Source: an optimization exercise on an open RTL-to-GDS flow (aim: small area, a short achievable clock period and few clock cycles). Production flows keep margins and buffers that such runs may drop. No functional check of the RTL was part of any run shown here. Power and IR drop assume default switching activity.

==> flow/design.v (outline; a module is shown in full before it is edited, if it fits) <==
// module CNN: 2776 lines
// module xnr: 3 lines
// module orr: 3 lines
// module fa: 4 lines
module CNN(
    input                       clk,
    input                       rst_n,
    input                       in_valid,
    input      signed [15:0]    in_data,
    input                       opt,
    output reg                  out_valid,
    output reg signed [15:0]    out_data
);
  // ...
==> flow/flow/run.sh <==
#!/bin/bash
# Standard ORFS layout, with faster port buffers and timing repair aimed
# below the clock period.
set -euo pipefail
bash standard.sh SETUP_SLACK_MARGIN=10 "BUFFER_PORTS_ARGS=-buffer_cell sky130_fd_sc_hd__buf_2" finish > make.log 2>&1
==> flow/standard.sh <==
#!/bin/bash
# synth_recipe.tcl (not shown) runs the flow's synth.tcl, then flattens the netlist and writes it again
# the make line also repeats each setting of config.mk as NAME=value (left out here)
make -C /OpenROAD-flow-scripts/flow DESIGN_CONFIG=/design/flow/config.mk WORK_HOME=/design/flow/orfs CLKGATE_MAP_FILE= SYNTH_SCRIPT=/design/flow/synth_recipe.tcl "${@:-finish}"
==> flow/config.mk <==
export PLATFORM = sky130hd
export DESIGN_NAME = CNN
export DESIGN_NICKNAME = CNN
export VERILOG_FILES = /design/flow/design.v
export SDC_FILE = /design/flow/constraint.sdc
export NUM_CORES = 4
export LEC_CHECK = 0
export CAP_MARGIN = 20
export CORE_MARGIN = 2
export CORE_UTILIZATION = 40
export CTS_CLUSTER_DIAMETER = 100
export CTS_CLUSTER_SIZE = 25
export PLACE_DENSITY = 0.6
export SLEW_MARGIN = 20
export SYNTH_HIERARCHICAL = 1
export SYNTH_MINIMUM_KEEP_SIZE = 0
==> flow/constraint.sdc <==
create_clock -name core_clock -period 14.0 [get_ports {clk}]
set_input_delay 2.8000 -clock core_clock [delete_from_list [all_inputs] [get_ports {clk}]]
set_output_delay 2.8000 -clock core_clock [all_outputs]
set_load 0.01 [all_outputs]
==> flow_summary_export.csv, run 1 <==
group,metric,value,unit
layout,nFillCells,13600,
routing,wirelength_met1,56700,µm
synth,synth_area,0.0598,mm²
critical_path,worst_r2r_endpoint,"cs3b[15]",
worst_hold_path,hold_end,"ring[9][8]",
floorplanning,die_w,391,µm
layout,area_delta_synth_final,7.48,%
critical_path,path_depth,1,
timing,fmax,0.244,GHz
global_route,grt_usage,18.4,%
layout,final_util,43.4,%
layout,num_antenna_cells,3,
global_route,grt_util_met1,24.2,%
timing,period_share,29.2,%
synth,synth-compound-area-share,1.30,%
critical_path,r2r_start,"kr3[1]",
power,power_frac_seq,34.3,%
floorplanning,die_area,0.153,mm²
timing,timing.final.ws_setup,9.91,ns
global_route,gr-max-usage-layer,"met2",
routing,met2RoutedLength,66300,µm
routing,drt_pre_antenna_iters,6,
layout,nonClkBufAreaFrac,1.89,%
placed_design,placed_cell_area,0.0618,mm²
worst_hold_path,min_from,"ring[8][8]",
timing,grt_setup_unrepaired,"true",
critical_path,worstSetupStartpoint,"out_data[4]",
power,switching_share,37.3,%
layout,multi_input_cells,3413,
outcome,outcome,"finished clean",
power,clkPwrFrac,15.2,%
clock_network,ctsHoldBuffers,0,
timing,hold-worst-slack,0.319,ns
global_route,met3_usage,3.63,%
routing,wire_per_inst,20.2,µm
clock_network,clk_path_buf_depth,3,
layout,dominant_cells,"multi-input gates",
synth,synth_flop_cell,"dfxtp_1",
power,p_clk,1.85,mW
routing,drt_iter0_markers,2381,
layout,n_sequential_cell,1101,
critical_path,worstPathCellList,"buf_2",
timing,setup-violations-final,0,
global_route,grt_pass1_vias,37600,
routing,viasPerCell,5.04,
==> run 2, diff against run 1 <==
--- a/flow/design.v
+++ b/flow/design.v
@@ -30,17 +30,17 @@
         cnt <= 7'd0;
         opt_r <= 1'b0;
     end else begin
         if (cnt == 7'd0) begin
             if (in_valid) begin
                 cnt <= 7'd1;
                 opt_r <= opt;
             end
-        end else if (cnt == 7'd68)
+        end else if (cnt == 7'd67)
             cnt <= 7'd0;
         else
             cnt <= cnt + 7'd1;
     end
 end
 wire [15:0] tp0 = ring[0];
 wire s1, c2;
 xnr us1 (.a(~(tp0[0] & kr0[13])), .b(~(tp0[10] & kr0[3])), .y(s1));
@@ -2724,55 +2724,55 @@
 wire s2497, c2498;
 fa us2497 (.a(c2380), .b(s2437), .c(c2436), .s(s2497), .co(c2498));
 wire s2499, c2500;
 xnr us2499 (.a(~(tp8[15] & kr8[15])), .b(c2438), .y(s2499));
 orr uc2500 (.a(~(tp8[15] & kr8[15])), .b(c2438), .y(c2500));
 reg [31:0] sa, sb;
 always @(posedge clk) begin sa <= {c2500, c2498, c2496, c2494, c2492, c2490, c2488, c2486, c2484, c2482, c2480, c2478, c2476, c2474, c2472, c2470, c2468, c2466, c2464, c2462, c2460, c2458, c2456, c2454, c2452, c2450, c2448, c2446, c2444, c2442, c2440, ~(tp8[0] & kr8[0])}; sb <= {1'b1, s2499, s2497, s2495, s2493, s2491, s2489, s2487, s2485, s2483, s2481, s2479, s2477, s2475, s2473, s2471, s2469, s2467, s2465, s2463, s2461, s2459, s2457, s2455, s2453, s2451, s2449, s2447, s2445, s2443, s2441, s2439}; end
 wire [31:0] u = sa + sb + {14'd0, lc[2:1], 16'd0} + {15'd0, lc[0], 16'd0} + 32'h7fff0001;
-reg signed [15:0] f;
-always @(posedge clk) f <= (!u[31] && !opt_r) ? 16'sd0 : ~u[15:0];
+wire signed [15:0] f = (!u[31] && !opt_r) ? 16'sd0 : ~u[15:0];
 reg fv, g, first, last;
 always @(*) begin
     fv = 1'b0; g = 1'b0; first = 1'b0; last = 1'b0;
     case (cnt)
-        7'd46: begin fv = 1'b1; g = 1'b0; first = 1'b1; last = 1'b0; end
-        7'd47: begin fv = 1'b1; g = 1'b0; first = 1'b0; last = 1'b0; end
-        7'd48: begin fv = 1'b1; g = 1'b1; first = 1'b1; last = 1'b0; end
-        7'd49: begin fv = 1'b1; g = 1'b1; first = 1'b0; last = 1'b0; end
-        7'd52: begin fv = 1'b1; g = 1'b0; first = 1'b0; last = 1'b0; end
-        7'd53: begin fv = 1'b1; g = 1'b0; first = 1'b0; last = 1'b1; end
-        7'd54: begin fv = 1'b1; g = 1'b1; first = 1'b0; last = 1'b0; end
-        7'd55: begin fv = 1'b1; g = 1'b1; first = 1'b0; last = 1'b1; end
-        7'd58: begin fv = 1'b1; g = 1'b0; first = 1'b1; last = 1'b0; end
-        7'd59: begin fv = 1'b1; g = 1'b0; first = 1'b0; last = 1'b0; end
-        7'd60: begin fv = 1'b1; g = 1'b1; first = 1'b1; last = 1'b0; end
-        7'd61: begin fv = 1'b1; g = 1'b1; first = 1'b0; last = 1'b0; end
-        7'd64: begin fv = 1'b1; g = 1'b0; first = 1'b0; last = 1'b0; end
-        7'd65: begin fv = 1'b1; g = 1'b0; first = 1'b0; last = 1'b1; end
-        7'd66: begin fv = 1'b1; g = 1'b1; first = 1'b0; last = 1'b0; end
-        7'd67: begin fv = 1'b1; g = 1'b1; first = 1'b0; last = 1'b1; end
+        7'd45: begin fv = 1'b1; g = 1'b0; first = 1'b1; last = 1'b0; end
+        7'd46: begin fv = 1'b1; g = 1'b0; first = 1'b0; last = 1'b0; end
+        7'd47: begin fv = 1'b1; g = 1'b1; first = 1'b1; last = 1'b0; end
+        7'd48: begin fv = 1'b1; g = 1'b1; first = 1'b0; last = 1'b0; end
+        7'd51: begin fv = 1'b1; g = 1'b0; first = 1'b0; last = 1'b0; end
+        7'd52: begin fv = 1'b1; g = 1'b0; first = 1'b0; last = 1'b1; end
+        7'd53: begin fv = 1'b1; g = 1'b1; first = 1'b0; last = 1'b0; end
+        7'd54: begin fv = 1'b1; g = 1'b1; first = 1'b0; last = 1'b1; end
+        7'd57: begin fv = 1'b1; g = 1'b0; first = 1'b1; last = 1'b0; end
+        7'd58: begin fv = 1'b1; g = 1'b0; first = 1'b0; last = 1'b0; end
+        7'd59: begin fv = 1'b1; g = 1'b1; first = 1'b1; last = 1'b0; end
+        7'd60: begin fv = 1'b1; g = 1'b1; first = 1'b0; last = 1'b0; end
+        7'd63: begin fv = 1'b1; g = 1'b0; first = 1'b0; last = 1'b0; end
+        7'd64: begin fv = 1'b1; g = 1'b0; first = 1'b0; last = 1'b1; end
+        7'd65: begin fv = 1'b1; g = 1'b1; first = 1'b0; last = 1'b0; end
+        7'd66: begin fv = 1'b1; g = 1'b1; first = 1'b0; last = 1'b1; end
         default: ;
     endcase
 end
 reg pv0, pv1, pfirst, plast, pg;
 always @(posedge clk or negedge rst_n) begin
     if (!rst_n) begin
         pv0 <= 1'b0; pv1 <= 1'b0; pfirst <= 1'b0; plast <= 1'b0; pg <= 1'b0;
     end else begin
         pv0 <= fv && !g; pv1 <= fv && g; pfirst <= first; plast <= fv && last; pg <= g;
     end
 end
-reg signed [15:0] mx1;
-wire signed [15:0] n0 = (pfirst || f > out_data) ? f : out_data;
+reg signed [15:0] mx0, mx1;
+wire signed [15:0] n0 = (pfirst || f > mx0) ? f : mx0;
 wire signed [15:0] n1 = (pfirst || f > mx1) ? f : mx1;
 always @(posedge clk) begin
-    if (pv1 && !plast) mx1 <= n1;
-    if (pv0 || (pv1 && plast)) out_data <= pv1 ? n1 : n0;
+    if (pv0) mx0 <= n0;
+    if (pv1) mx1 <= n1;
+    out_data <= pg ? n1 : n0;
 end
 always @(posedge clk or negedge rst_n) begin
     if (!rst_n) out_valid <= 1'b0;
     else out_valid <= plast;
 end
 endmodule
 module xnr(input a, b, output y);
 assign y = ~(a ^ b);
==> flow/config.mk (replaced) <==
export PLATFORM = sky130hd
export DESIGN_NAME = CNN
export DESIGN_NICKNAME = CNN
export VERILOG_FILES = /design/flow/design.v
export SDC_FILE = /design/flow/constraint.sdc
export NUM_CORES = 4
export LEC_CHECK = 0
export CAP_MARGIN = 20
export CORE_MARGIN = 2
export CORE_UTILIZATION = 40
export PLACE_DENSITY = 0.6
export SLEW_MARGIN = 20
export SYNTH_HIERARCHICAL = 1
export SYNTH_MINIMUM_KEEP_SIZE = 0
==> run 2 against run 1 <==
Highest routed layer unchanged; utilization grew 2.5 points; still clean on timing, DRC and antenna; sequential cell count up 1; setup slack got worse by 1.4 ns; critical path type is now reg -> reg.
==> flow_summary_export.csv, run 2 <==
group,metric,value,unit
outcome,outcome,"finished clean",
synth,synth_flop_cell,"dfxtp_1",
synth,yosysWarningCount,8,
layout,mostFrequentLayoutCell,"nand2_1",
timing,setup-violations-final,0,
worst_hold_path,hold_class,"reg -> reg",
global_route,globalRouteOverflowTotal,0,
critical_path,cp-start-kind,"register",
power,power.internal,9.70,mW
clock_network,htreeDepth,3,
critical_path,worst_r2r_endpoint,"out_data[7]",
layout,area_delta_synth_final,14.0,%
clock_network,clk_path_buf_depth,3,
layout,multi_input_area,0.0357,mm²
layout,layout.cells.most_common_list,"nand2_1 (1,356), fa_1 (1,040), dfxtp_1 (885)",
timing,drv_slew,0,
power,p_per_area,227,mW/mm²
clock_network,cts_tree,"built",
floorplanning,ioPinCount,37,
critical_path,required,14.64,ns
floorplanning,num_rows,142,
timing,finalClockSkew,0.0567,ns
clock_network,root_buffer,"clkbuf_16",
routing,drt_iter0_markers,2550,
routing,drt_pre_antenna_iters,6,
routing,ant_nets,0,
timing,relSlewSlack,32.2,%
routing,viasPerCell,4.99,
synth,synth_area,0.0601,mm²
layout,drive_gt1_share,11.2,%
floorplanning,core-area,0.149,mm²
power,p_comb_share,54.2,%
synth,syn_inst,4965,
worst_hold_path,min_from,"ring[24][4]",
synth,synth_area_per_cell,12.1,µm²
critical_path,reg2regPathDepth,24,
timing,fin_setup_tns,0,ns
critical_path,path_max_fanout,6,
global_route,grt_pass1_vias,38900,
power,leakage,23.5,nW
synth,async_reset_ff_share,1.27,%
routing,wl,144000,µm
global_route,grt_max_degree,50,
synth,synth_seq_area_share,39.8,%
synth,yosys-top-cells-count,"nand2_1 (1,367), fa_1 (1,041), dfxtp_1 (912)",
global_route,grt_usage,19.0,%
layout,regMostFlops,"ring",
layout,largest_reg_flops,576,
power,switching_share,37.6,%
timing,fmax,0.183,GHz
power,power_frac_seq,26.2,%
layout,largestRegisters,"ring: 576 flops, sa: 32 flops, sb: 31 flops",
power,vdd_drop_max,0.000434,V
flow_run,maxCapViolCount,0,
floorplanning,die-height,392,µm
timing,final_hold_viol_count,0,
timing,tightestPinTransition,1.02,ns
timing,period_share,39.0,%
critical_path,r2r_start,"lc[0]",
placed_design,gp_congestion,0.864,
floorplanning,initial_core_util,40.2,%
critical_path,crit_type,"reg -> reg",
global_route,antenna_found_initial,10,
global_route,grt_pass1_wl,223000,µm
placed_design,portBuffers,36,
placed_design,dpl.hpwl,94400,µm
layout,nets,6278,
synth,synth_edf_count,176,
critical_path,worstSetupStartpoint,"lc[0]",
timing,fin_crit,5.46,ns
synth,synth.area.top_cells,"fa_1 (35%), dfxtp_1 (30%), edfxtp_1 (8.8%)",
critical_path,cp-end-kind,"register",
critical_path,arrival,6.10,ns
routing,wire_per_inst,20.1,µm
floorplanning,die_w,392,µm
clock_network,clock_latency,0.75,ns
critical_path,setup.worst_path.end,"out_data[7]",
power,p_switching,5.85,mW
synth,ys_ff_latch,1102,
layout,nFillCells,13400,
floorplanning,die_area,0.153,mm²
power,clkPwrFrac,19.6,%
clock_network,cts.clk_slew.worst_paths,0.06,ns
timing,grt_setup_unrepaired,"true",
clock_network,numCtsBuffers,112,
synth,synth_top_area_share,34.7,%
routing,vias,35700,
timing,hold-worst-slack,0.280,ns
synth,yosys.area.top_type,"fa_1",
synth,yosysMostFrequentCell,"nand2_1",
layout,ff_latch_area,0.0239,mm²
synth,synth.distinct_cells,56,
critical_path,rrSetupSlack,8.54,ns
routing,drc,0,
clock_network,clkSinkCount,1102,
run 2: cell types whose count changed in the layout (fill, tap and decap cells not counted), sizes merged, moves of 16 or more:
cell	delta
a21oi	+23
buf	+66
clkbuf	+81
clkinv	+31
nand3	+16
run 2: how the worst min path moves through the flow:
stage                   end  cells after the start  slack (ns)
2_1_floorplan   ring[10][0]                      0        0.31
3_3_place_gp   ring[30][12]                      0        0.31
3_5_place_dp    ring[30][1]                      0        0.31
4_1_cts         ring[25][4]                      0        0.26
5_1_grt         ring[25][4]                      0        0.29
6_report        ring[25][4]                      0        0.28
run 2: through the flow:
stage / util [%] / cell area [µm²] / std cells / setup slack [ns] / power, mW
finish: 45.9 / 68500 / 7163 / 8.54 / 15.6
floorplan: - / 60300 / 4966 / 8.76 / 8.83
global placement: 41.7 / 62300 / 6803 / 7.48 / 10.3
CTS: 45.0 / 67300 / 7092 / 8.57 / 14.6
global route: 45.9 / 68500 / 7162 / 8.30 / 16.7
detailed placement: 41.7 / 62300 / 6803 / 7.24 / 10.5
run 2: cells by family after synthesis:
family,share of synthesized area [%]
buffers and inverters,2.49
and+or+nand+nor,11.6
muxes,0.393
xor gates and xnor gates,6.02
DFF,39.8
other,0.00624
AOI/OAI and AO/OA,1.53
adders and majority gates,38.2
run 2: per-module statistics from Yosys, one instance, submodules excluded:
module | cells inside | area [µm²]
fa | 1 | 20.0
CNN | 3621 | 37000
orr | 1 | 6.26
xnr | 1 | 8.76
run 2: power groups by stage:
stage | Combinational, mW | Sequential, mW | Clock (mW)
after floorplan | 4.74 | 4.10 | 0
final | 8.43 | 4.08 | 3.04
after CTS | 7.39 | 4.09 | 3.13
after detailed placement | 6.33 | 4.15 | 0
after global routing | 9.31 | 4.13 | 3.25
after global placement | 6.15 | 4.15 | 0
run 2: worst max-delay path, stage by stage (launching register included):
cell and delay [ns]:
dfxtp_2 0.32, inv_2 0.04, ha_4 0.23, fa_1 0.50, inv_1 0.05, fa_1 0.49, ha_4 0.31, nand4_1 0.15
nor4_4 0.20, and3_4 0.26, nor4_4 0.05, buf_4 0.16, or2_4 0.33, buf_6 0.15, nor2_4 0.13, buf_4 0.12
ha_1 0.23, a21oi_2 0.13, o21ai_1 0.12, a211oi_2 0.30, xor2_2 0.29, a21oi_4 0.15, buf_6 0.18, or3_4 0.33
a32oi_1 0.17
run 2: per-layer routing:
metal	track usage [%]	share of wire [%]
met5	0	0.0063
met3	3.96	7.5
met1	25.1	41
met4	5.51	2.9
met2	31.6	48
run 2: layout make-up:
type,count,share of cell area [%]
multi-input cells,3475,52.0
flip-flops and latches,1102,34.9
clock buffers,158,4.76
inverters,136,0.745
well taps,2016,3.68
diodes,1,0.00365
clock inverters,52,0.908
repair buffers,223,2.94
run 2: timing repair:
item                                    CTS  global route
cloned                                    9             4
gates resized for setup                  88           130
pin swaps                                47            61
hold buffers                              0             0
buffers inserted                         70            66
endpoints found under the setup margin   86            77

## separate check: timing with driven ports
In the flow no input, the clock included, has a driving cell. The finished layouts below were timed again as built, in two steps.
Step 1: set_driving_cell puts a clkbuf_16 on clk and a buf_2 on each other input, an assumption about the parent block.
Step 2 also shifts input and output timing later by t, the mid clock arrival at the registers, as if the neighbouring blocks saw the same clock.
a / b / c = ideal ports / drivers / drivers and shift; a / b = the first two.
run | t (ns) | setup WS [ns] | latest minus earliest clock arrival (ns) | worst data-port slew with drivers (ns) | pins driven straight from the clock port
run 1 | 0.778 | 9.909 / 9.827 / 10.094 | 0.045 / 0.044 | 0.10 | 1
run 2 | 0.807 | 8.537 / 8.537 / 8.537 | 0.058 / 0.058 | 0.10 | 1
After both steps every run listed still meets setup and hold.
